What follows belongs to an exercise in optimizing a design on an open flow for small area, a short achievable clock period and few clock cycles; a production flow would make more cautious choices.
At most, simulation tests tie the RTL to the original design; equivalence was not proved.
No functional check of the RTL was part of runs 1, 2, 4 and 5.
Power figures rest on the tool's default switching activity, not on a simulated workload.

--- flow/run.sh ---
#!/bin/bash
# synth_recipe.tcl (not shown) runs the flow's synth.tcl, then flattens the netlist and writes it again
# the make line also repeats each setting of config.mk as NAME=value (left out here)
make -C /OpenROAD-flow-scripts/flow DESIGN_CONFIG=/design/flow/config.mk WORK_HOME=/design/flow/orfs CLKGATE_MAP_FILE= SYNTH_SCRIPT=/design/flow/synth_recipe.tcl finish
--- flow/config.mk ---
export PLATFORM = sky130hd
export DESIGN_NAME = stackMultiCycle
export DESIGN_NICKNAME = stackMultiCycle
export VERILOG_FILES = /design/flow/design.v
export SDC_FILE = /design/flow/constraint.sdc
export NUM_CORES = 4
export LEC_CHECK = 0
export CAP_MARGIN = 20
export CORE_MARGIN = 2
export CORE_UTILIZATION = 60
export SETUP_SLACK_MARGIN = 2.3
export SLEW_MARGIN = 20
--- flow/constraint.sdc ---
create_clock -name core_clock -period 4.0 [get_ports {clk}]
set_input_delay 0.8000 -clock core_clock [delete_from_list [all_inputs] [get_ports {clk}]]
set_output_delay 0.8000 -clock core_clock [all_outputs]
set_load 0.01 [all_outputs]
--- flow/design.v ---
`timescale 1ps/1ps
module Stack #(parameter DEPTH = 62) (
    input            clk,
    input            hold,
    input            push,
    input            pop,
    input      [7:0] d_in,
    output     [7:0] d_out
    );
    reg  [7:0] e [0:DEPTH-1];
    wire [7:0] h = {8{hold}}, u = {8{push}}, p = {8{pop}};
    integer i;
    always @(posedge clk) begin
        e[0] <= (h & e[0]) | (u & d_in) | (p & e[1]);
        for (i = 1; i < DEPTH-1; i = i + 1)
            e[i] <= (h & e[i]) | (u & e[i-1]) | (p & e[i+1]);
        e[DEPTH-1] <= (h & e[DEPTH-1]) | (u & e[DEPTH-2]);
    end
    assign d_out = e[0];
endmodule
`timescale 1ps/1ps
module stackMultiCycle(
	clk,
	rst,
	mem_addr,
	mem_rdata,
	mem_wdata,
	mem_we);
input clk,rst;
output [4:0] mem_addr;
input [7:0] mem_rdata;
output [7:0] mem_wdata;
output mem_we;
    reg  [4:0] addr;     
    reg  [4:0] pc;       
    reg        we;       
    reg  [4:0] ja;       
    reg  [7:0] t;        
    reg dcyc;            
    reg d_push;          
    reg x_add, x_sub, x_and, x_not, x_jz;    
    reg s_hold, s_push, s_pop;               
    assign mem_addr  = addr;
    assign mem_we    = we;
    assign mem_wdata = t;
    wire [7:0] n;
    Stack stk (.clk(clk), .hold(s_hold), .push(s_push), .pop(s_pop),
               .d_in(t), .d_out(n));
    wire [2:0] op = mem_rdata[7:5];
    wire       taken = x_jz & (t == 8'd0);
    wire       fetch = ~dcyc & ~taken;           
    wire       i_alu  = ~op[2] & ~(op[1] & op[0]);
    wire       i_push = op == 3'b100;
    wire       i_pop  = op == 3'b101;
    wire       i_jmp  = op == 3'b110;
    wire       i_mem  = i_push | i_pop;
    wire [4:0] seq = addr + 5'd1;
    always @(posedge clk, posedge rst) begin
        if (rst) begin
            addr   <= 5'd0;
            pc     <= 5'd0;
            we     <= 1'b0;
            dcyc   <= 1'b0;
            d_push <= 1'b0;
            x_add  <= 1'b0;
            x_sub  <= 1'b0;
            x_and  <= 1'b0;
            x_not  <= 1'b0;
            x_jz   <= 1'b0;
            s_hold <= 1'b1;
            s_push <= 1'b0;
            s_pop  <= 1'b0;
        end else begin
            if (~dcyc) pc <= seq;
            if (dcyc) addr <= pc;
            else if (taken) addr <= ja;
            else if (i_mem | i_jmp) addr <= mem_rdata[4:0];
            else addr <= seq;
            we     <= fetch & i_pop;
            dcyc   <= fetch & i_mem;
            d_push <= fetch & i_push;
            x_add  <= fetch & (op == 3'b000);
            x_sub  <= fetch & (op == 3'b001);
            x_and  <= fetch & (op == 3'b010);
            x_not  <= fetch & (op == 3'b011);
            x_jz   <= fetch & (op == 3'b111);
            s_push <= fetch & i_push;
            s_pop  <= fetch & (i_pop | i_alu);
            s_hold <= ~(fetch & (i_push | i_pop | i_alu));
        end
    end
    always @(posedge clk) begin
        if (fetch) ja <= mem_rdata[4:0];
    end
    wire [7:0] sum  = t + n;
    wire [7:0] diff = t - n;
    wire       t_keep = ~(dcyc | x_add | x_sub | x_and | x_not);
    wire       d_pop  = dcyc & ~d_push;
    always @(posedge clk) begin
        t <= ({8{t_keep}} & t)
           | ({8{d_push}} & mem_rdata)
           | ({8{d_pop}}  & n)
           | ({8{x_add}}  & sum)
           | ({8{x_sub}}  & diff)
           | ({8{x_and}}  & (t & n))
           | ({8{x_not}}  & ~t);
    end
endmodule
==> results of run 1 <==
-- layout make-up --
class / instances / area share, %
multi-input cells: 664 / 28.6
inverters: 510 / 8.43
flip-flops and latches: 529 / 47.6
clock inverters: 18 / 1.33
well taps: 442 / 2.43
clock buffers: 78 / 6.96
repair buffers: 92 / 4.73
-- cells in the final DEF, fill, tap and decap left out, types with 4 or more instances in the layout --
cell type,count
nand2_1,17
dfrtp_1,14
inv_2,4
ha_1,4
clkbuf_16,58
nand3_1,6
clkinv_2,9
clkbuf_8,14
nor2_1,18
clkbuf_1,10
bufinv_16,8
nor2b_4,4
a21oi_2,4
ha_4,11
xor2_1,5
nand2b_1,6
xnor2_1,6
clkdlybuf4s50_1,6
buf_4,35
buf_6,21
a21oi_1,6
buf_2,7
o21ai_0,8
inv_1,505
buf_16,6
a222oi_1,497
dfxtp_4,13
dfxtp_1,489
buf_12,9
mux2i_1,10
edfxtp_1,5
a22o_1,8
-- sequential cells by signal (all words and copies together), names as in the netlist, 5 cells and up --
register  count
t             8
addr          5
stk.e       496
ja            5
pc            5
-- metrics by stage --
| step | instances | total power, mW | hold WS [ns] |
|---|---|---|---|
| finish | 2333 | 12.6 | 0.472 |
| global route | 2333 | 13.1 | 0.489 |
| CTS | 2311 | 12.5 | 0.473 |
| detailed placement | 2182 | 6.97 | 0.452 |
| global placement | 2182 | 6.95 | 0.451 |
| floorplan | 1879 | 6.62 | 0.427 |
-- logic make-up after synthesis --
kind of cell	synth area share [%]
AOI/OAI and AO/OA	27.4
xor gates and xnor gates	0.491
adders and majority gates	1.23
buffers and inverters	13.5
DFF	54.8
muxes	0.568
and+or+nand+nor	2.07
-- critical path: cells and delay by family, from the launching register on --
family,cells,cell delay (ns)
buffers and inverters,3,0.22
XOR/XNOR,1,0.09
adder cells (fa/ha/maj),2,0.47
flip-flops,1,0.34
AO/OA/AOI/OAI,3,0.65
-- path summary, 6_finish.rpt --
check	from	slack (ns)	depth (start not counted)	to
hold reg to reg	stk.e[61][1]	0.47	1	stk.e[61][1]
min in group asynchronous	rst	0.69	2	we
setup / recovery	t[0]	2.09	9	t[4]
max in group asynchronous	rst	2.72	2	s_pop
hold / removal	stk.e[61][1]	0.47	1	stk.e[61][1]
setup reg to reg	t[0]	2.09	9	t[4]
-- power by group through the flow --
stage	Combinational [mW]	Sequential (mW)	Clock, mW
global placement	1.20	5.74	0
floorplan	0.963	5.66	0
CTS	1.64	5.56	5.32
detailed placement	1.22	5.75	0
global route	2.00	5.58	5.54
finish	1.85	5.57	5.18
-- routing by layer --
layer  wire length, um  track usage, %  vias to the layer above
met5                 0               0                        -
met4               731            5.68                        0
met3              2210            3.52                       62
met2             19000            35.4                      445
met1             17700            26.6                     7436
li1                  -               -                     7154
-- timing repair --
item	CTS	global route
cloned	0	4
pin swaps	20	21
gates resized for setup	117	33
setup buffers	33	18
endpoints found under the setup margin	510	366
==> results.txt, run 1 <==
* Outcome: no timing/DRC/antenna violations
* Top cell type's share of synthesized area at about half
* Post-route setup TNS at 0 ns
* Count leader, synth: inv_1
* Die Width at roughly 180 um
* Worst-path maximum fanout at 4
* Slew margin rel. at about 46%
* Synth Instances at 1,879
* Worst VDD drop at ~0.38 mV
* Switching share of power at between 20% and 30%
* Max Transition Viols Final at 0
* Final Worst Setup Slack at between 2 and 2.5 ns
* Avg Cell Area, Syn at 10.4 um^2
* Layout Utilization at between 70% and 80%
* # rows at between 60 and 70
* Worst-Skew Late Latency at approximately 0.56 ns
* Post-synth top area cell: dfxtp_1
* WL final at 39,600 um
* CTS Buf Count at between 50 and 60
* # hold bufs at CTS at 0
* P_sw at between 3 and 4 mW
* Diode count at 0
* Final Instance Area at around 23,000 um^2
* H-tree depth at 2
* Sequential Power Share at ~44%
* Req. time, crit path at approximately 4.5 ns
* Drt pass-1 iters at 15
* Gpl congestion at between 0.7 and 0.8
* Total number of vias at between 15,000 and 20,000
* Initial core utilization at 60.6%
* Initial antenna violation count at 0
* Post-detail-place hpwl at roughly 19,000 um
* Crit path time final at between 1.5 and 2 ns
* Max Freq at ~0.52 GHz
* Cell variety after synth at slightly above 50
* Fin. Hold Viols at 0
* Worst path max stage delay at between 0.3 and 0.4 ns
* Core ar. at 32,400 um^2
* Crit path cell chain: buf_6 > inv_4 > ha_4 > inv_2 > fa_2 > a21o_1 > a21oi_4 > xnor2_1 > a221o_1
* CP arrival at approximately 2.4 ns
* First-pass GRT wire length at about 60,000 um
* HP Class: reg2reg
* Final ANT Viol Nets at 0
* Die H at 185 um
* Max stage delay cell, worst path: dfxtp_4
* Logic pwr share at 14.7%
* Area growth, synth to finish at 15.9%
* Final setup viols at 0
* Int Power at approximately 9.5 mW
* Overflow after GRT at 0
* CP Class: reg2reg
* Synthesized flop and latch total at 529
* CTS clk-pin slew, worst paths at 0.06 ns
* Die area at approximately 34,000 um^2
* EDFF count, synth at 5
* CTS Buffer Depth at 3
* Layout Nets at between 1,500 and 2,000
* Skew final at between 0.01 and 0.015 ns
* Dpl ws at between 1.5 and 2 ns
* Final period utilization at between 40% and 50%
* Critical Path Sink Type: register
* Clock sink count at roughly 530
* Clock network fraction of total power at between 40% and 50%
* FF+latch area at between 10,000 and 15,000 um^2
* Seq/Total Area, Yosys at a little over half
* Post-Syn Nets at 1,907
* Total track usage at 20.5%
* CTS tree: built
* Remaining DRCs at 0
* PortBufs at 23
* Top FF cell, synth: dfxtp_1
* Total of max-cap violations at 0
* Synth top cells by count: inv_1 (508), dfxtp_1 (504), a222oi_1 (497)
* Vias/cell at ~6.5
* Power per cell area at approximately 550 nW/um^2
* Static Leakage at 12.1 nW
* Mapped cell area at 19,600 um^2
* Clk root buf: clkbuf_16
* Crit path launch type: register
* I/O Pins at 24
* Placed Area at between 15,000 and 20,000 um^2
* Layout cells sized above 1 at about 13%
* Ranking of synthesized cells by area: dfxtp_1 (51%), a222oi_1 (25%), inv_1 (9.7%)
* DR WL/cell at around 17 um
* Fillcell total at between 2,000 and 3,000
* Pin count of the biggest net entering global routing at 158
* Post-synth ARST share at approximately 3.8%
* Vias in the first global route at roughly 13,000
* RSZ-0062 raised after global routing: true
* Pin slew with the least headroom to its limit at roughly 0.81 ns
* Synth warn at 3
* Area of the multi-input gates at 6490 um^2
* Starting DRT DRC Count at roughly 2,800
==> inputs of run 2 (changes only) <==
--- a/flow/design.v
+++ b/flow/design.v
@@ -38,8 +38,11 @@
     reg  [7:0] t;        
     reg dcyc;            
     reg d_push;          
-    reg x_add, x_sub, x_and, x_not, x_jz;    
-    reg s_hold, s_push, s_pop;               
+    reg x_add, x_sub, x_and, x_not, x_jz, x_push;   
+    reg s_hold, s_push, s_pop;                      
+    reg  [7:0] c_valid;
+    reg  [1:0] c_tag  [0:7];
+    reg  [7:0] c_data [0:7];
     assign mem_addr  = addr;
     assign mem_we    = we;
     assign mem_wdata = t;
@@ -47,54 +50,65 @@
     Stack stk (.clk(clk), .hold(s_hold), .push(s_push), .pop(s_pop),
                .d_in(t), .d_out(n));
     wire [2:0] op = mem_rdata[7:5];
+    wire [2:0] ci = mem_rdata[2:0];
+    wire       hit = c_valid[ci] & (c_tag[ci] == mem_rdata[4:3]);
     wire       taken = x_jz & (t == 8'd0);
     wire       fetch = ~dcyc & ~taken;           
     wire       i_alu  = ~op[2] & ~(op[1] & op[0]);
     wire       i_push = op == 3'b100;
     wire       i_pop  = op == 3'b101;
     wire       i_jmp  = op == 3'b110;
-    wire       i_mem  = i_push | i_pop;
+    wire       i_data = (i_push & ~hit) | i_pop;    
     wire [4:0] seq = addr + 5'd1;
     always @(posedge clk, posedge rst) begin
         if (rst) begin
-            addr   <= 5'd0;
-            pc     <= 5'd0;
-            we     <= 1'b0;
-            dcyc   <= 1'b0;
-            d_push <= 1'b0;
-            x_add  <= 1'b0;
-            x_sub  <= 1'b0;
-            x_and  <= 1'b0;
-            x_not  <= 1'b0;
-            x_jz   <= 1'b0;
-            s_hold <= 1'b1;
-            s_push <= 1'b0;
-            s_pop  <= 1'b0;
+            addr    <= 5'd0;
+            pc      <= 5'd0;
+            we      <= 1'b0;
+            dcyc    <= 1'b0;
+            d_push  <= 1'b0;
+            x_add   <= 1'b0;
+            x_sub   <= 1'b0;
+            x_and   <= 1'b0;
+            x_not   <= 1'b0;
+            x_jz    <= 1'b0;
+            x_push  <= 1'b0;
+            s_hold  <= 1'b1;
+            s_push  <= 1'b0;
+            s_pop   <= 1'b0;
+            c_valid <= 8'd0;
         end else begin
             if (~dcyc) pc <= seq;
             if (dcyc) addr <= pc;
             else if (taken) addr <= ja;
-            else if (i_mem | i_jmp) addr <= mem_rdata[4:0];
+            else if (i_data | i_jmp) addr <= mem_rdata[4:0];
             else addr <= seq;
             we     <= fetch & i_pop;
-            dcyc   <= fetch & i_mem;
-            d_push <= fetch & i_push;
+            dcyc   <= fetch & i_data;
+            d_push <= fetch & i_push & ~hit;
             x_add  <= fetch & (op == 3'b000);
             x_sub  <= fetch & (op == 3'b001);
             x_and  <= fetch & (op == 3'b010);
             x_not  <= fetch & (op == 3'b011);
             x_jz   <= fetch & (op == 3'b111);
+            x_push <= fetch & i_push & hit;
             s_push <= fetch & i_push;
             s_pop  <= fetch & (i_pop | i_alu);
             s_hold <= ~(fetch & (i_push | i_pop | i_alu));
+            if (dcyc) c_valid[ja[2:0]] <= 1'b1;
         end
     end
     always @(posedge clk) begin
         if (fetch) ja <= mem_rdata[4:0];
+        if (dcyc) begin
+            c_tag[ja[2:0]]  <= ja[4:3];
+            c_data[ja[2:0]] <= d_push ? mem_rdata : t;
+        end
     end
     wire [7:0] sum  = t + n;
     wire [7:0] diff = t - n;
-    wire       t_keep = ~(dcyc | x_add | x_sub | x_and | x_not);
+    wire [7:0] cval = c_data[ja[2:0]];
+    wire       t_keep = ~(dcyc | x_add | x_sub | x_and | x_not | x_push);
     wire       d_pop  = dcyc & ~d_push;
     always @(posedge clk) begin
         t <= ({8{t_keep}} & t)
@@ -103,6 +117,7 @@
            | ({8{x_add}}  & sum)
            | ({8{x_sub}}  & diff)
            | ({8{x_and}}  & (t & n))
-           | ({8{x_not}}  & ~t);
+           | ({8{x_not}}  & ~t)
+           | ({8{x_push}} & cval);
     end
 endmodule
--- a/flow/config.mk
+++ b/flow/config.mk
@@ -8,5 +8,5 @@
 export CAP_MARGIN = 20
 export CORE_MARGIN = 2
 export CORE_UTILIZATION = 60
-export SETUP_SLACK_MARGIN = 2.3
+export SETUP_SLACK_MARGIN = 2.0
 export SLEW_MARGIN = 20
==> run 2 against run 1 <==
Combinational power increased by 5%. Flip-flop and latch count up 93. Sequential share of layout area rose by 4.0 points. Worst setup slack worse by 0.17 ns. Via count grew 12%. Register-to-register slack got worse by 0.17 ns. Area after synthesis up 18%. Fmax decreased by 8.3%. Critical path depth down 2. Total power is 14% higher. Cell area increased by 15%.
==> results.txt, run 2 <==
* Post-route setup TNS at 0 ns
* Switching share of power at about a quarter
* Initial antenna violation count at 0
* Max FFs per register at 496
* CP Class: reg2reg
* Worst path max stage delay at 0.42 ns
* Most common cell after layout, fill and taps aside: inv_1
* Post-detail-place hpwl at between 20,000 and 30,000 um
* Skew final at 0.0162 ns
* Final setup viols at 0
* Post-synth top area cell: dfxtp_1
* Most frequent cells in the layout: inv_1 (507), a222oi_1 (494), dfxtp_1 (492)
* Critical Path Sink Type: register
* Drt pass-1 iters at 14
* Reg2reg start: t[0]
* Top FF cell, synth: dfxtp_1
* Die H at between 200 and 250 um
* Synth Instances at approximately 2,100
* Diode count at 0
* Sequential Power Share at ~48%
* Synth warn at 3
* CTS tree: built
* Outcome: no timing/DRC/antenna violations
* CP arrival at between 2 and 3 ns
* DR WL/cell at between 15 and 20 um
* Ranking of synthesized cells by area: dfxtp_1 (44%), a222oi_1 (21%), edfxtp_1 (11%)
* H-tree depth at 2
* Count leader, synth: inv_1
* Biggest register: stk.e
* Layout Utilization at between 60% and 70%
* PortBufs at 23
* P_sw at 3.64 mW
* Crit path launch type: register
* Int Power at roughly 11 mW
* Max Transition Viols Final at 0
* CP delay by family, top: compound AO/OA/AOI/OAI gates
* Synthesized flop and latch total at slightly above 600
* RSZ-0062 raised after global routing: true
* Starting DRT DRC Count at roughly 3,100
* Gpl congestion at just under 0.9
* Pin slew with the least headroom to its limit at 0.909 ns
* Worst VDD drop at 0.488 mV
* Fillcell total at between 2,000 and 3,000
* CTS clk-pin slew, worst paths at 0.06 ns
* Core ar. at around 38,000 um^2
* Crit path buf inv count at 2
* Vias/cell at 6.56
* Area growth, synth to finish at 13.2%
* Static Leakage at 13.1 nW
* Worst-path maximum fanout at 5
* # rows at 71
* Clock sink count at approximately 620
* Avg Cell Area, Syn at about 11 um^2
* Req. time, crit path at 4.50 ns
* Initial core utilization at 61.2%
* Die area at between 40,000 and 50,000 um^2
* Final ANT Viol Nets at 0
* Remaining DRCs at 0
* WL final at 46,900 um
* First-pass GRT wire length at 75,000 um
* Total track usage at 21.9%
* HP Class: in2async
* Clk root buf: clkbuf_16
* Mapped cell area at around 23,000 um^2
* Slew margin rel. at around two fifths
* Pin count of the biggest net entering global routing at about 160
* Total number of vias at roughly 17,000
* Max Freq at slightly below 0.5 GHz
* Clock network fraction of total power at 38.8%
* Cell variety after synth at 56
* Vias in the first global route at approximately 15,000
* Max stage delay cell, worst path: fa_2
* Worst-Skew Late Latency at 0.61 ns
* Final period utilization at 52.0%
* Setup crit start: t[0]
* Die Width at about 200 um
* Overflow after GRT at 0
* Crit path time final at about 2.1 ns
* Layout Nets at a little over 2,000
* Layout cells sized above 1 at 12.6%
* Fin. Hold Viols at 0
* Power per cell area at between 500 and 600 nW/um^2
* Crit path cell chain: inv_4 > ha_4 > inv_2 > fa_2 > a222oi_1 > o2111ai_1 > a221o_1
* I/O Pins at 24
* Post-synth ARST share at 4.82%
* Top cell type's share of synthesized area at 43.8%
* Synth top cells by count: inv_1 (511), dfxtp_1 (507), a222oi_1 (494)
* Post-Syn Nets at about 2,100
* CTS Buffer Depth at 3
* CTS Buf Count at between 60 and 70
* Logic pwr share at 13.4%
* Seq/Total Area, Yosys at roughly 58%
* EDFF count, synth at 85
* Total of max-cap violations at 0
-- run 2: metrics by stage --
stage / setup slack, ns / hold WS [ns] / power, mW / instance area [um^2] / cells
finish: 1.92 / 0.389 / 14.4 / 26200 / 2579
global placement: 0.939 / 0.453 / 8.50 / 23700 / 2431
CTS: 1.89 / 0.473 / 14.4 / 26000 / 2565
detailed placement: 0.925 / 0.456 / 8.53 / 23700 / 2432
global route: 1.87 / 0.396 / 15.0 / 26200 / 2579
floorplan: 1.64 / 0.426 / 8.01 / 23200 / 2053
-- run 2: layout make-up --
cell class                      count  area (um^2)  share of cell area (%)
Tap cell                          511          639                    2.44
Multi-Input combinational cell    733         7220                    27.6
Clock inverter                     23          223                   0.850
Timing Repair Buffer               91          905                    3.45
Inverter                          513         1930                    7.36
Sequential cell                   622        13500                    51.6
Clock buffer                       86         1770                    6.77
-- run 2: kinds of logic (layout without fill, tap and decap cells) --
group	after synthesis	after routing	synth area share (%)
AO/OA/AOI/OAI	573	573	23.9
XOR/XNOR	15	15	0.567
adder cells (fa/ha/maj)	21	21	1.20
buffers and inverters	698	713	11.4
flip-flops	622	622	58.1
multiplexers	47	47	3.32
AND/OR/NAND/NOR	77	77	1.56
-- run 2: per-layer routing --
layer / global-route usage (%) / up-vias / wire length (um)
met4: 7.62 / 0 / 1270
met2: 34.2 / 589 / 21500
li1: - / 7877 / -
met3: 4.14 / 94 / 3180
met5: 0 / - / 0
met1: 30.8 / 8349 / 20900
-- run 2: what timing repair did --
action                     4_1_cts  5_1_grt
buffers inserted                24       13
setup endpoints to repair      100      278
cloned                           0        0
pin swaps                       16       12
gates resized for setup        106       29
hold endpoints to repair         0        0
hold buffers                     0        0
-- run 2: worst reg2reg max path: stages (launching register included) --
cell and delay, ns:
dfxtp_4 0.40, inv_4 0.05, ha_4 0.16, inv_2 0.05, fa_2 0.42, a222oi_1 0.38, o2111ai_1 0.22, a221o_1 0.29
-- run 2: power groups by stage --
stage	combinational [mW]	sequential [mW]	clock [mW]
after floorplan	1.10	6.91	0
after global placement	1.43	7.07	0
after detailed placement	1.46	7.07	0
after CTS	1.74	6.89	5.74
after global routing	2.08	6.89	6.00
final	1.94	6.88	5.59
-- run 2: path summary, 6_finish.rpt --
check                                    end  slack (ns)  cells after the start
min in group core_clock         stk.e[61][1]        0.46                      1
worst min register to register  stk.e[61][1]        0.46                      1
worst max register to register          t[1]        1.92                      7
worst min-delay path              c_valid[7]        0.39                      2
max in group asynchronous             d_push        3.07                      4
worst max-delay path                    t[1]        1.92                      7
==> inputs of run 3 (changes only) <==
--- a/flow/design.v
+++ b/flow/design.v
@@ -1,22 +1,21 @@
 `timescale 1ps/1ps
 module Stack #(parameter DEPTH = 62) (
     input            clk,
-    input            hold,
-    input            push,
-    input            pop,
-    input      [7:0] d_in,
-    output     [7:0] d_out
+    input            dn,       
+    input      [7:0] d_in,     
+    output     [7:0] c0,       
+    output     [7:0] c1        
     );
-    reg  [7:0] e [0:DEPTH-1];
-    wire [7:0] h = {8{hold}}, u = {8{push}}, p = {8{pop}};
+    reg [7:0] c [0:DEPTH-1];
     integer i;
     always @(posedge clk) begin
-        e[0] <= (h & e[0]) | (u & d_in) | (p & e[1]);
+        c[0] <= ~(dn ? d_in : c[1]);
         for (i = 1; i < DEPTH-1; i = i + 1)
-            e[i] <= (h & e[i]) | (u & e[i-1]) | (p & e[i+1]);
-        e[DEPTH-1] <= (h & e[DEPTH-1]) | (u & e[DEPTH-2]);
+            c[i] <= ~(dn ? c[i-1] : c[i+1]);
+        c[DEPTH-1] <= ~c[DEPTH-2];
     end
-    assign d_out = e[0];
+    assign c0 = ~c[0];
+    assign c1 = c[1];
 endmodule
 `timescale 1ps/1ps
 module stackMultiCycle(
@@ -40,15 +39,16 @@
     reg d_push;          
     reg x_add, x_sub, x_and, x_not, x_jz, x_push;   
     reg s_hold, s_push, s_pop;                      
+    reg o, dn;                                      
+    reg [7:0] n;                                    
     reg  [7:0] c_valid;
     reg  [1:0] c_tag  [0:7];
     reg  [7:0] c_data [0:7];
     assign mem_addr  = addr;
     assign mem_we    = we;
     assign mem_wdata = t;
-    wire [7:0] n;
-    Stack stk (.clk(clk), .hold(s_hold), .push(s_push), .pop(s_pop),
-               .d_in(t), .d_out(n));
+    wire [7:0] c0, c1;
+    Stack stk (.clk(clk), .dn(dn), .d_in(o ? t : n), .c0(c0), .c1(c1));
     wire [2:0] op = mem_rdata[7:5];
     wire [2:0] ci = mem_rdata[2:0];
     wire       hit = c_valid[ci] & (c_tag[ci] == mem_rdata[4:3]);
@@ -74,6 +74,8 @@
             x_jz    <= 1'b0;
             x_push  <= 1'b0;
             s_hold  <= 1'b1;
+            o       <= 1'b0;
+            dn      <= 1'b1;
             s_push  <= 1'b0;
             s_pop   <= 1'b0;
             c_valid <= 8'd0;
@@ -95,6 +97,8 @@
             s_push <= fetch & i_push;
             s_pop  <= fetch & (i_pop | i_alu);
             s_hold <= ~(fetch & (i_push | i_pop | i_alu));
+            o      <= o ^ s_hold;
+            dn     <= (fetch & i_push) | (~(fetch & (i_push | i_pop | i_alu)) & ~(o ^ s_hold));
             if (dcyc) c_valid[ja[2:0]] <= 1'b1;
         end
     end
@@ -104,6 +108,10 @@
             c_tag[ja[2:0]]  <= ja[4:3];
             c_data[ja[2:0]] <= d_push ? mem_rdata : t;
         end
+    end
+    always @(posedge clk) begin
+        if (s_push) n <= t;
+        else if (s_pop) n <= o ? c1 : c0;
     end
     wire [7:0] sum  = t + n;
     wire [7:0] diff = t - n;
==> run 3 against run 2 <==
Worst setup slack got worse by 0.098 ns. Combinational power increased by 110%. Total power increased by 25%. Largest power group unchanged. Cell area decreased by 5.9%. Register-to-register slack got worse by 0.098 ns. Non-clock buffer count decreased by 14. Global-route usage decreased by 2.7 points. First-iteration DRC count decreased by 82%.
==> results.txt, run 3 <==
* Die H at just under 200 um
* Starting DRT DRC Count at 545
* Worst-path maximum fanout at 17
* Gpl congestion at approximately 0.86
* RSZ-0062 raised after global routing: true
* Dpl cells at 1,939
* CP Class: reg2reg
* Synthesized flop and latch total at about 630
* Max FFs per register at 496
* Slew margin rel. at between 20% and 30%
* Synth Instances at about 1,500
* Synth top cells by count: dfxtp_1 (507), mux2i_1 (495), edfxtp_1 (93)
* Top cell type's share of synthesized area at around 47%
* Final period utilization at 54.4%
* Sequential Power Share at 46.2%
* Drt pass-1 iters at 5
* Final Worst Setup Slack at 1.82 ns
* CTS Buf Count at 60
* Outcome: no timing/DRC/antenna violations
* Top FF cell, synth: dfxtp_1
* Total track usage at a little under a fifth
* Pwr Total at approximately 18 mW
* Pin slew with the least headroom to its limit at about 1.1 ns
* Die area at 37,300 um^2
* Layout cells sized above 1 at between 10% and 20%
* Worst VDD drop at roughly 0.87 mV
* Clock network fraction of total power at 30.9%
* Post-detail-place hpwl at 20,700 um
* CTS clk-pin slew, worst paths at approximately 0.06 ns
* Vias/cell at about 5.4
* Avg Cell Area, Syn at approximately 14 um^2
* HP Class: reg2reg
* Biggest register: stk.c
* Synth Area in Adders at between 1 and 1.5%
* Vias in the first global route at 11,300
* Pin count of the biggest net entering global routing at 164
* # hold bufs at CTS at 0
* Fin. Hold Viols at 0
* Switching share of power at ~28%
* Post-Layout Cell Count at 2,096
* Die Width at 193 um
* Overflow after GRT at 0
* # rows at 69
* Logic pwr share at between 20% and 30%
* Static Leakage at just over 10 nW
* Cell variety after synth at between 50 and 60
* Power per cell area at between 700 and 800 nW/um^2
* Dpl ws at 0.678 ns
* Most common cell after layout, fill and taps aside: dfxtp_1
* Critical Path Sink Type: register
* Req. time, crit path at 4.22 ns
* Max Transition Viols Final at 0
* Area growth, synth to finish at 14.9%
* PortBufs at 23
* Total number of vias at between 10,000 and 15,000
* Initial antenna violation count at 0
* Int Power at 12.9 mW
* Max Freq at ~0.46 GHz
* Synth warn at 3
* Crit path launch type: register
* Post-Syn Nets at around 1,600
* Mapped cell area at roughly 21,000 um^2
* Post-synth top area cell: dfxtp_1
* Core ar. at between 30,000 and 40,000 um^2
* CP arrival at about 2.4 ns
* Remaining DRCs at 0
* Multiplexer area fraction after synthesis at a little over a quarter
* Count leader, synth: dfxtp_1
* Post-route setup TNS at 0 ns
* H-tree depth at 2
* Worst-Skew Late Latency at between 0.6 and 0.7 ns
* Layout Nets at approximately 1,600
* Total of max-cap violations at 0
* Seq/Total Area, Yosys at about 64%
* P_sw at about 5.1 mW
* Initial core utilization at 60.6%
* Post-synth ARST share at about 5%
* Clk root buf: clkbuf_16
* Final Instance Area at around 25,000 um^2
* Placed Area at approximately 22,000 um^2
* I/O Pins at 24
* Diode count at 0
* Layout Utilization at between 60% and 70%
* Worst hold margin at between 0.3 and 0.4 ns
* Skew final at around 0.015 ns
* EDFF count, synth at 93
* Xor and xnor fraction of the mapped netlist area at less than 1%
* First-pass GRT wire length at ~57,000 um
* Synth Area in Simple Gates at about 2.1%
* WL final at around 36,000 um
* Most frequent cells in the layout: dfxtp_1 (497), mux2i_1 (495), edfxtp_1 (93)
* Crit path time final at ~2.2 ns
* Fillcell total at between 2,000 and 2,500
* CTS Buffer Depth at 3
* Largest family of logic cells by synthesized area: multiplexers
* DR WL/cell at 17.1 um
* Final ANT Viol Nets at 0
* CTS tree: built
* Compound-Gate Fraction of Synth Area at 3.16%
* Ranking of synthesized cells by area: dfxtp_1 (47%), mux2i_1 (23%), edfxtp_1 (13%)
* Final setup viols at 0
* Clock sink count at approximately 630
==> run 3: cell types whose count changed after synthesis, moves of 14 or more <==
cell	before	now
inv_1	511	42
mux2i_1	6	495
a222oi_1	494	5
o21ai_0	10	24
nand2_1	26	45
clkbuf_1	165	30
buf_1	15	43
==> run 3: cells by family after synthesis <==
logic type / after synthesis
and+or+nand+nor: 96
adders and majority gates: 21
xor gates and xnor gates: 18
buffers and inverters: 123
DFF: 632
muxes: 536
AOI/OAI and AO/OA: 97
==> run 3: final timing paths <==
path	slack [ns]	startpoint	end	depth (start not counted)
max	1.82	dcyc	c_data[5][1]	3
min	0.37	stk.c[60][7]	stk.c[61][7]	1
max reg2reg	1.82	dcyc	c_data[5][1]	3
min reg2reg	0.37	stk.c[60][7]	stk.c[61][7]	1
max in group asynchronous	3.04	rst	dn	3
min in group asynchronous	0.63	rst	x_sub	3
==> run 3: worst max-delay path, stage by stage (launching register included) <==
cell	delay [ns]
dfrtp_1	0.45
buf_4	0.27
nand2_1	0.20
nor2_1	0.86
==> run 3: layer usage <==
layer  vias up  wire [um]  global-route usage, %  part of all wire (%)
met5         -          0                      0                     0
met4         0        782                   6.24                   2.2
met3        66       1820                   3.91                   5.1
met2       211      15900                   29.5                    45
met1      5497      17200                   27.4                    48
li1       5581          -                      -                     -
==> run 3: area by class of cell <==
class | instances | area, um^2 | share of cell area, %
Inverter | 44 | 170 | 0.690
Tap cell | 461 | 577 | 2.34
Multi-Input combinational cell | 768 | 7410 | 30.1
Sequential cell | 632 | 13800 | 55.9
Timing Repair Buffer | 77 | 716 | 2.90
Clock inverter | 20 | 181 | 0.736
Clock buffer | 94 | 1810 | 7.35
==> run 3: repair_timing <==
action / CTS / global route
cloned: 1 / 1
resized for setup: 117 / 18
pin swaps: 13 / 20
setup buffers: 28 / 12
setup endpoints to repair: 97 / 185
endpoints found under the hold margin: 0 / 0
==> run 3: power groups by stage <==
stage / Clock (mW) / Combinational [mW] / Sequential (mW)
2_1_floorplan: 0 / 2.98 / 8.16
3_3_place_gp: 0 / 3.47 / 8.45
3_5_place_dp: 0 / 3.56 / 8.48
4_1_cts: 5.71 / 3.92 / 8.31
5_1_grt: 5.97 / 4.46 / 8.43
6_report: 5.56 / 4.11 / 8.31
Testbench counts of run 3, summed over its fixed seeds: cycles 48,074.
==> inputs of run 4 (changes only) <==
--- a/flow/design.v
+++ b/flow/design.v
@@ -42,6 +42,7 @@
     reg o, dn;                                      
     reg [7:0] n;                                    
     reg  [7:0] c_valid;
+    reg  [7:0] c_we;     
     reg  [1:0] c_tag  [0:7];
     reg  [7:0] c_data [0:7];
     assign mem_addr  = addr;
@@ -60,6 +61,7 @@
     wire       i_jmp  = op == 3'b110;
     wire       i_data = (i_push & ~hit) | i_pop;    
     wire [4:0] seq = addr + 5'd1;
+    integer k;
     always @(posedge clk, posedge rst) begin
         if (rst) begin
             addr    <= 5'd0;
@@ -79,6 +81,7 @@
             s_push  <= 1'b0;
             s_pop   <= 1'b0;
             c_valid <= 8'd0;
+            c_we    <= 8'd0;
         end else begin
             if (~dcyc) pc <= seq;
             if (dcyc) addr <= pc;
@@ -99,15 +102,17 @@
             s_hold <= ~(fetch & (i_push | i_pop | i_alu));
             o      <= o ^ s_hold;
             dn     <= (fetch & i_push) | (~(fetch & (i_push | i_pop | i_alu)) & ~(o ^ s_hold));
-            if (dcyc) c_valid[ja[2:0]] <= 1'b1;
+            c_valid <= c_valid | c_we;
+            c_we    <= {8{fetch & i_data}} & (8'd1 << ci);
         end
     end
     always @(posedge clk) begin
         if (fetch) ja <= mem_rdata[4:0];
-        if (dcyc) begin
-            c_tag[ja[2:0]]  <= ja[4:3];
-            c_data[ja[2:0]] <= d_push ? mem_rdata : t;
-        end
+        for (k = 0; k < 8; k = k + 1)
+            if (c_we[k]) begin
+                c_tag[k]  <= ja[4:3];
+                c_data[k] <= d_push ? mem_rdata : t;
+            end
     end
     always @(posedge clk) begin
         if (s_push) n <= t;
@@ -118,14 +123,14 @@
     wire [7:0] cval = c_data[ja[2:0]];
     wire       t_keep = ~(dcyc | x_add | x_sub | x_and | x_not | x_push);
     wire       d_pop  = dcyc & ~d_push;
+    wire [7:0] t_early = ({8{t_keep}} & t)
+                       | ({8{d_push}} & mem_rdata)
+                       | ({8{d_pop}}  & n)
+                       | ({8{x_and}}  & (t & n))
+                       | ({8{x_not}}  & ~t)
+                       | ({8{x_push}} & cval);
+    wire       x_arith = x_add | x_sub;
     always @(posedge clk) begin
-        t <= ({8{t_keep}} & t)
-           | ({8{d_push}} & mem_rdata)
-           | ({8{d_pop}}  & n)
-           | ({8{x_add}}  & sum)
-           | ({8{x_sub}}  & diff)
-           | ({8{x_and}}  & (t & n))
-           | ({8{x_not}}  & ~t)
-           | ({8{x_push}} & cval);
+        t <= x_arith ? (x_sub ? diff : sum) : t_early;
     end
 endmodule
--- a/flow/config.mk
+++ b/flow/config.mk
@@ -8,5 +8,8 @@
 export CAP_MARGIN = 20
 export CORE_MARGIN = 2
 export CORE_UTILIZATION = 60
+export CTS_BUF_LIST = sky130_fd_sc_hd__clkbuf_8
+export CTS_CLUSTER_DIAMETER = 50
+export CTS_CLUSTER_SIZE = 20
 export SETUP_SLACK_MARGIN = 2.0
 export SLEW_MARGIN = 20
==> run 4 against run 3 <==
Register-to-register slack worse by 0.13 ns. Still clean. Wire length is 4.2% lower. Clock-buffer cell count down 41. Critical path depth grew 5. Worst hold slack got worse by 0.00098 ns. Clock power shrank 34%. Clock skew is 0.019 ns higher. Largest power group unchanged.
==> results.txt, run 4 <==
* CTS Buffer Depth at 3
* DR WL/cell at roughly 16 um
* P_sw at between 4 and 5 mW
* Post-synth ARST share at approximately 6.3%
* # rows at 69
* Initial core utilization at 60.7%
* Most frequent cells in the layout: mux2i_1 (502), dfxtp_1 (496), edfxtp_1 (93)
* Area of the multi-input gates at between 7000 and 8000 um^2
* Slew margin rel. at 32.5%
* Crit path cell chain: buf_4 > or3_4 > nor2_4 > o31ai_2 > xor2_1 > or4b_4 > o211a_4 > a221o_1
* Max Transition Viols Final at 0
* PortBufs at 23
* CP delay by family, top: simple AND/OR/NAND/NOR gates
* H-tree depth at 2
* Max Freq at about 0.43 GHz
* Crit path launch type: input pin
* Critical Path Sink Type: register
* Die Width at 193 um
* Final setup viols at 0
* Worst-path maximum fanout at 13
* Sequential Power Share at a little over half
* Static Leakage at 9.97 nW
* Post-route setup TNS at 0 ns
* Worst reg2reg path depth at 7
* Int Power at roughly 11 mW
* I/O Pins at 24
* Switching share of power at 29.7%
* First-pass GRT wire length at ~57,000 um
* Diode count at 0
* EDFF count, synth at 93
* Post-synth top area cell: dfxtp_1
* # hold bufs at CTS at 0
* Worst path max stage delay at 0.60 ns
* Initial antenna violation count at 0
* Mapped cell area at 21,500 um^2
* CTS clk-pin slew, worst paths at ~0.1 ns
* Largest family of logic cells by synthesized area: multiplexers
* Post-detail-place hpwl at around 21,000 um
* Core ar. at 35,400 um^2
* Clk root buf: clkbuf_8
* Pin count of the biggest net entering global routing at just under 80
* Final period utilization at between 50% and 60%
* Clock network fraction of total power at about a quarter
* CP arrival at approximately 2.9 ns
* Total track usage at 18.3%
* Worst hold margin at roughly 0.37 ns
* Worst Hold Depth at 2
* Logic pwr share at 23.7%
* Starting DRT DRC Count at approximately 570
* Top FF cell, synth: dfxtp_1
* Xor and xnor fraction of the mapped netlist area at less than 1%
* Synth Instances at approximately 1,600
* Layout cells sized above 1 at 13.7%
* Layout Nets at roughly 1,700
* Fillcell total at roughly 2,600
* Outcome: no timing/DRC/antenna violations
* Crit path time final at between 2 and 2.5 ns
* Critical Path Sink: addr[2]
* Fin. Hold Viols at 0
* Cell variety after synth at 60
* Biggest register: stk.c
* WP depth at 8
* CTS tree: built
* Post-Syn Nets at 1,612
* Max FFs per register at a little under 500
* Seq/Total Area, Yosys at ~65%
* Worst VDD drop at between 0.4 and 0.5 mV
* Top cell type's share of synthesized area at between 40% and 50%
* Drt pass-1 iters at 5
* Area growth, synth to finish at 10.5%
* Synth top cells by count: dfxtp_1 (504), mux2i_1 (504), edfxtp_1 (93)
* Worst-Skew Late Latency at around 0.64 ns
* Skew final at roughly 0.034 ns
* Crit path buf inv count at 1
* Synth Area in Adders at less than 1%
* Total of max-cap violations at 0
* Remaining DRCs at 0
* Setup crit start: mem_rdata[0]
* Reg-to-reg endpoint: addr[2]
* Gpl congestion at 0.837
* Vias in the first global route at about 12,000
* Clock sink count at between 600 and 700
* Multiplexer area fraction after synthesis at between 20% and 30%
* Total number of vias at about 12,000
* Die H at 193 um
* Most common cell after layout, fill and taps aside: mux2i_1
* FF+latch area at between 10,000 and 15,000 um^2
* Synth warn at 5
* Synth Area in Simple Gates at under 10%
* Compound-Gate Fraction of Synth Area at slightly above 4%
* Vias/cell at 5.43
* Pin slew with the least headroom to its limit at between 1 and 1.5 ns
* WL final at 34,200 um
* CP Class: in2reg
* Avg Cell Area, Syn at 13.5 um^2
* CTS Buf Count at 47
* Max stage delay cell, worst path: or4b_4
* Die area at 37,400 um^2
* Req. time, crit path at between 4 and 5 ns
* RSZ-0062 raised after global routing: true
* Synthesized flop and latch total at approximately 640
* Power per cell area at ~660 nW/um^2
* Overflow after GRT at 0
* Reg2reg start: c_tag[4][0]
* Ranking of synthesized cells by area: dfxtp_1 (47%), mux2i_1 (23%), edfxtp_1 (13%)
* Final ANT Viol Nets at 0
* FF-to-FF setup slack at 1.69 ns
* HP Class: in2reg
-- run 4: logic make-up (layout without fill, tap and decap cells) --
kind of cell | count (synthesis) | count (layout)
buf+inv | 125 | 199
xor+xnor | 18 | 18
fa+ha+maj | 11 | 11
mux | 513 | 513
flops | 637 | 637
simple gates | 156 | 156
compound gates | 131 | 131
-- run 4: power by group through the flow --
stage          Sequential (mW)  Combinational [mW]  Clock, mW
2_1_floorplan             8.14                2.79          0
5_1_grt                   8.40                4.06       4.03
4_1_cts                   8.29                3.58       3.81
3_5_place_dp              8.50                3.26          0
6_report                  8.28                3.71       3.66
3_3_place_gp              8.48                3.17          0
-- run 4: metrics by stage --
step	power [mW]	setup WS, ns	area, um^2	cells	utilization [%]
after floorplan	10.9	1.18	21500	1591	-
after global placement	11.7	0.451	22200	2007	62.7
after global routing	16.5	1.63	23800	2126	67.1
after CTS	15.7	1.71	23600	2122	66.7
after detailed placement	11.8	0.382	22200	2007	62.7
final	15.7	1.67	23800	2126	67.1
-- run 4: worst register-to-register path: stages (launching register included) --
cell      delay, ns
edfxtp_1       0.38
nand2b_4       0.15
a211oi_2       0.25
o31ai_2        0.09
xor2_1         0.15
or4b_4         0.60
o211a_4        0.30
a221o_1        0.29
-- run 4: cell type report --
cell class / count / share of cell area [%]
inverter: 43 / 0.680
clock inverter: 30 / 1.42
sequential: 637 / 58.6
clock buffer: 53 / 3.07
timing repair buffer: 73 / 2.90
tap: 461 / 2.43
multi-input combinational: 829 / 30.9
-- run 4: worst min-delay path by stage --
| stage | startpoint | end | slack [ns] |
|---|---|---|---|
| 2_1_floorplan | stk.c[60][0] | stk.c[61][0] | 0.35 |
| 3_3_place_gp | stk.c[60][0] | stk.c[61][0] | 0.36 |
| 3_5_place_dp | stk.c[60][6] | stk.c[61][6] | 0.36 |
| 4_1_cts | mem_rdata[2] | c_we[2] | 0.32 |
| 5_1_grt | mem_rdata[2] | c_we[2] | 0.34 |
| 6_report | mem_rdata[2] | c_we[2] | 0.37 |
-- run 4: per-layer routing --
metal | up-vias | share of wire (%) | global-route usage, % | wire [um]
met5 | - | 0 | 0 | 0
met4 | 0 | 2.5 | 6.73 | 868
met3 | 67 | 4.1 | 2.98 | 1400
met2 | 195 | 45 | 28.8 | 15500
met1 | 5549 | 48 | 25.8 | 16500
li1 | 5734 | - | - | -
-- run 4: what timing repair did --
item / 4_1_cts / 5_1_grt
endpoints found under the setup margin: 319 / 34
setup buffers: 32 / 4
pin swaps: 22 / 15
gates resized for setup: 124 / 26
==> inputs of run 5 (changes only) <==
--- a/flow/config.mk
+++ b/flow/config.mk
@@ -8,8 +8,8 @@
 export CAP_MARGIN = 20
 export CORE_MARGIN = 2
 export CORE_UTILIZATION = 60
-export CTS_BUF_LIST = sky130_fd_sc_hd__clkbuf_8
-export CTS_CLUSTER_DIAMETER = 50
-export CTS_CLUSTER_SIZE = 20
+export CTS_BUF_LIST = sky130_fd_sc_hd__clkbuf_16
+export CTS_CLUSTER_DIAMETER = 60
+export CTS_CLUSTER_SIZE = 30
 export SETUP_SLACK_MARGIN = 2.0
 export SLEW_MARGIN = 20
==> run 5 against run 4 <==
Non-clock buffer count unchanged. Worst hold slack better by 0.0092 ns. Sequential power about the same. Largest cell class unchanged. Critical path type unchanged. Still clean. Area after synthesis unchanged.
==> results.txt, run 5 <==
* Ranking of synthesized cells by area: dfxtp_1 (47%), mux2i_1 (23%), edfxtp_1 (13%)
* Pin count of the biggest net entering global routing at just under 80
* Final ANT Viol Nets at 0
* Worst-Skew Late Latency at around 0.57 ns
* Compound-Gate Fraction of Synth Area at under 10%
* Drt pass-1 iters at 5
* CP Class: in2reg
* Gpl congestion at around 0.84
* CP delay by family, top: simple AND/OR/NAND/NOR gates
* Remaining DRCs at 0
* Largest family of logic cells by synthesized area: multiplexers
* Clock network fraction of total power at 25.6%
* Total track usage at a little under a fifth
* CTS Buffer Depth at 3
* Overflow after GRT at 0
* Total number of vias at 11,500
* Synth top cells by count: dfxtp_1 (504), mux2i_1 (504), edfxtp_1 (93)
* Area growth, synth to finish at 11.3%
* First-pass GRT wire length at roughly 57,000 um
* H-tree depth at 2
* Outcome: no timing/DRC/antenna violations
* # rows at 69
* Initial core utilization at roughly 61%
* Most frequent cells in the layout: mux2i_1 (502), dfxtp_1 (496), edfxtp_1 (93)
* Crit path time final at about 2.4 ns
* Crit path buf inv count at 3
* Multiplexer area fraction after synthesis at approximately a quarter
* CTS tree: built
* Post-detail-place hpwl at about 21,000 um
* Cell variety after synth at 60
* HP Class: reg2reg
* Switching share of power at between 20% and 30%
* Power per cell area at a little under 700 nW/um^2
* Die area at approximately 37,000 um^2
* Slew margin rel. at between 30% and 40%
* Final period utilization at between 60% and 70%
* I/O Pins at 24
* Fillcell total at 2,579
* Post-synth ARST share at 6.28%
* EDFF count, synth at 93
* Layout cells sized above 1 at about an eighth
* Avg Cell Area, Syn at roughly 14 um^2
* Post-synth top area cell: dfxtp_1
* Sequential Power Share at about 50%
* Max Freq at 0.415 GHz
* Crit path cell chain: buf_12 > or3_4 > nor2_4 > o31ai_2 > xor2_1 > or4b_4 > buf_6 > o21ai_4 > inv_2 > and3_1
* Synthesized flop and latch total at 637
* Synth Area in Adders at less than 1%
* CP arrival at ~2.9 ns
* Top cell type's share of synthesized area at 46.9%
* Synth Area in Simple Gates at under 10%
* Biggest register: stk.c
* Max Transition Viols Final at 0
* Vias in the first global route at about 12,000
* Mapped cell area at between 20,000 and 25,000 um^2
* Pwr Total at approximately 16 mW
* Initial antenna violation count at 0
* Top FF cell, synth: dfxtp_1
* Final setup viols at 0
* Synth warn at 5
* Clock sink count at approximately 640
* WL final at 34,100 um
* Vias/cell at between 5 and 6
* Post-Syn Nets at between 1,500 and 2,000
* Die Width at slightly below 200 um
* Fin. Hold Viols at 0
* Max FFs per register at 496
* Skew final at around 0.021 ns
* Seq/Total Area, Yosys at approximately 65%
* Total of max-cap violations at 0
* Die H at about 190 um
* Worst-path maximum fanout at 7
* Most common cell after layout, fill and taps aside: mux2i_1
* DR WL/cell at 16.2 um
* Static Leakage at about 10 nW
* Synth Instances at 1,591
* Critical Path Sink Type: register
* Pin slew with the least headroom to its limit at between 1 and 1.5 ns
* Max stage delay cell, worst path: or4b_4
* Xor and xnor fraction of the mapped netlist area at less than 1%
* Starting DRT DRC Count at between 500 and 600
* PortBufs at 23
* Layout Nets at approximately 1,600
* Crit path launch type: input pin
* CTS Buf Count at 37
* Logic pwr share at a little under a quarter
* RSZ-0062 raised after global routing: true
* Req. time, crit path at 4.44 ns
* Worst path max stage delay at ~0.57 ns
* P_sw at 4.73 mW
* Clk root buf: clkbuf_16
* Int Power at around 11 mW
* Core ar. at between 30,000 and 40,000 um^2
* Post-route setup TNS at 0 ns
* Diode count at 0
* Worst VDD drop at roughly 0.56 mV
* CTS clk-pin slew, worst paths at around 0.09 ns
==> run 5: cell counts after synthesis <==
Identical to the previous run, type by type.
==> run 5: metal layers <==
layer | vias to the layer above | global-route usage [%] | share of wire [%]
met1 | 5512 | 25.6 | 48
li1 | 5710 | - | -
met5 | - | 0 | 0
met2 | 211 | 29.1 | 45
met4 | 0 | 6.45 | 2.5
met3 | 59 | 3.23 | 4.5
==> run 5: area by class of cell <==
| type | instances | area (um^2) | area share (%) |
|---|---|---|---|
| sequential | 637 | 13900 | 58.2 |
| inverter | 43 | 165 | 0.690 |
| tap | 461 | 577 | 2.41 |
| clock buffer | 37 | 926 | 3.87 |
| timing repair buffer | 73 | 731 | 3.05 |
| clock inverter | 28 | 315 | 1.32 |
| multi-input combinational | 829 | 7300 | 30.5 |
==> run 5: power by group through the flow <==
stage | Combinational (mW) | Clock (mW) | Sequential (mW)
floorplan | 2.79 | 0 | 8.14
global placement | 3.17 | 0 | 8.48
detailed placement | 3.26 | 0 | 8.50
CTS | 3.57 | 4.27 | 8.29
global route | 4.05 | 4.49 | 8.41
finish | 3.71 | 4.12 | 8.28
==> run 5: repair_timing <==
action                                  4_1_cts  5_1_grt
hold endpoints to repair                      0        0
endpoints found under the setup margin      163       29
buffers inserted                             32        4
pin swaps                                    23       13
hold buffers                                  0        0
resized for setup                           116       21
==> run 5: through the flow <==
stage          hold slack, ns  worst slack [ns]  area [um^2]  util (%)  cells
2_1_floorplan           0.352              1.18        21500         -   1591
3_3_place_gp            0.358             0.451        22200      62.7   2007
3_5_place_dp            0.362             0.382        22200      62.7   2007
4_1_cts                 0.384              1.66        23800      67.3   2104
5_1_grt                 0.401              1.54        23900      67.6   2108
6_report                0.380              1.59        23900      67.6   2108
==> run 5: path summary, 6_finish.rpt <==
check	start	to	slack (ns)	depth (start not counted)
setup / recovery	mem_rdata[1]	c_we[6]	1.59	10
hold / removal	stk.c[60][6]	stk.c[61][6]	0.38	1
setup reg to reg	c_tag[6][0]	c_we[6]	1.68	9
hold reg to reg	stk.c[60][6]	stk.c[61][6]	0.38	1
max in group asynchronous	rst	x_sub	2.96	3
min in group asynchronous	rst	x_jz	0.67	3
==> run 5: logic make-up after synthesis <==
group,after synthesis
flip-flops,637
adder cells (fa/ha/maj),11
multiplexers,513
buffers and inverters,125
AND/OR/NAND/NOR,156
XOR/XNOR,18
AO/OA/AOI/OAI,131
==> run 5: worst register-to-register path: cells and delay by family, from the launching register on <==
kind | cells | cell delay [ns]
buffers and inverters | 2 | 0.23
AOI/OAI and AO/OA | 3 | 0.53
and+or+nand+nor | 3 | 0.96
xor gates and xnor gates | 1 | 0.14
DFF | 1 | 0.36

-- separate check: timing with driven ports --
The results above use ideal ports. As a check the final layouts listed here were re-extracted and re-timed, cells and wires unchanged.
Step 1, drivers: a clkbuf_16 drives clk and a buf_2 each remaining input, both assumed.
Step 2 also shifts input and output timing later by t, the mid clock arrival at the registers, as if the neighbouring blocks saw the same clock.
a / b / c = no drivers / after step 1 / after step 2; a / b = the first two.
run | t, ns | setup slack, ns | latest minus earliest clock arrival (ns)
run 1 | 0.610 | 2.094 / 2.052 / 1.761 | 0.022 / 0.022
run 2 | 0.653 | 1.922 / 1.888 / 1.396 | 0.019 / 0.018
run 3 | 0.653 | 1.824 / 1.824 / 1.326 | 0.021 / 0.021
run 4 | 0.669 | 1.668 / 1.682 / 1.013 | 0.034 / 0.034
run 5 | 0.605 | 1.592 / 1.594 / 0.990 | 0.025 / 0.025
After both steps setup and hold are still met in every run listed. The setup slack of run 4, which loses most, moves by +0.014 ns with the drivers and by -0.655 ns with both steps.
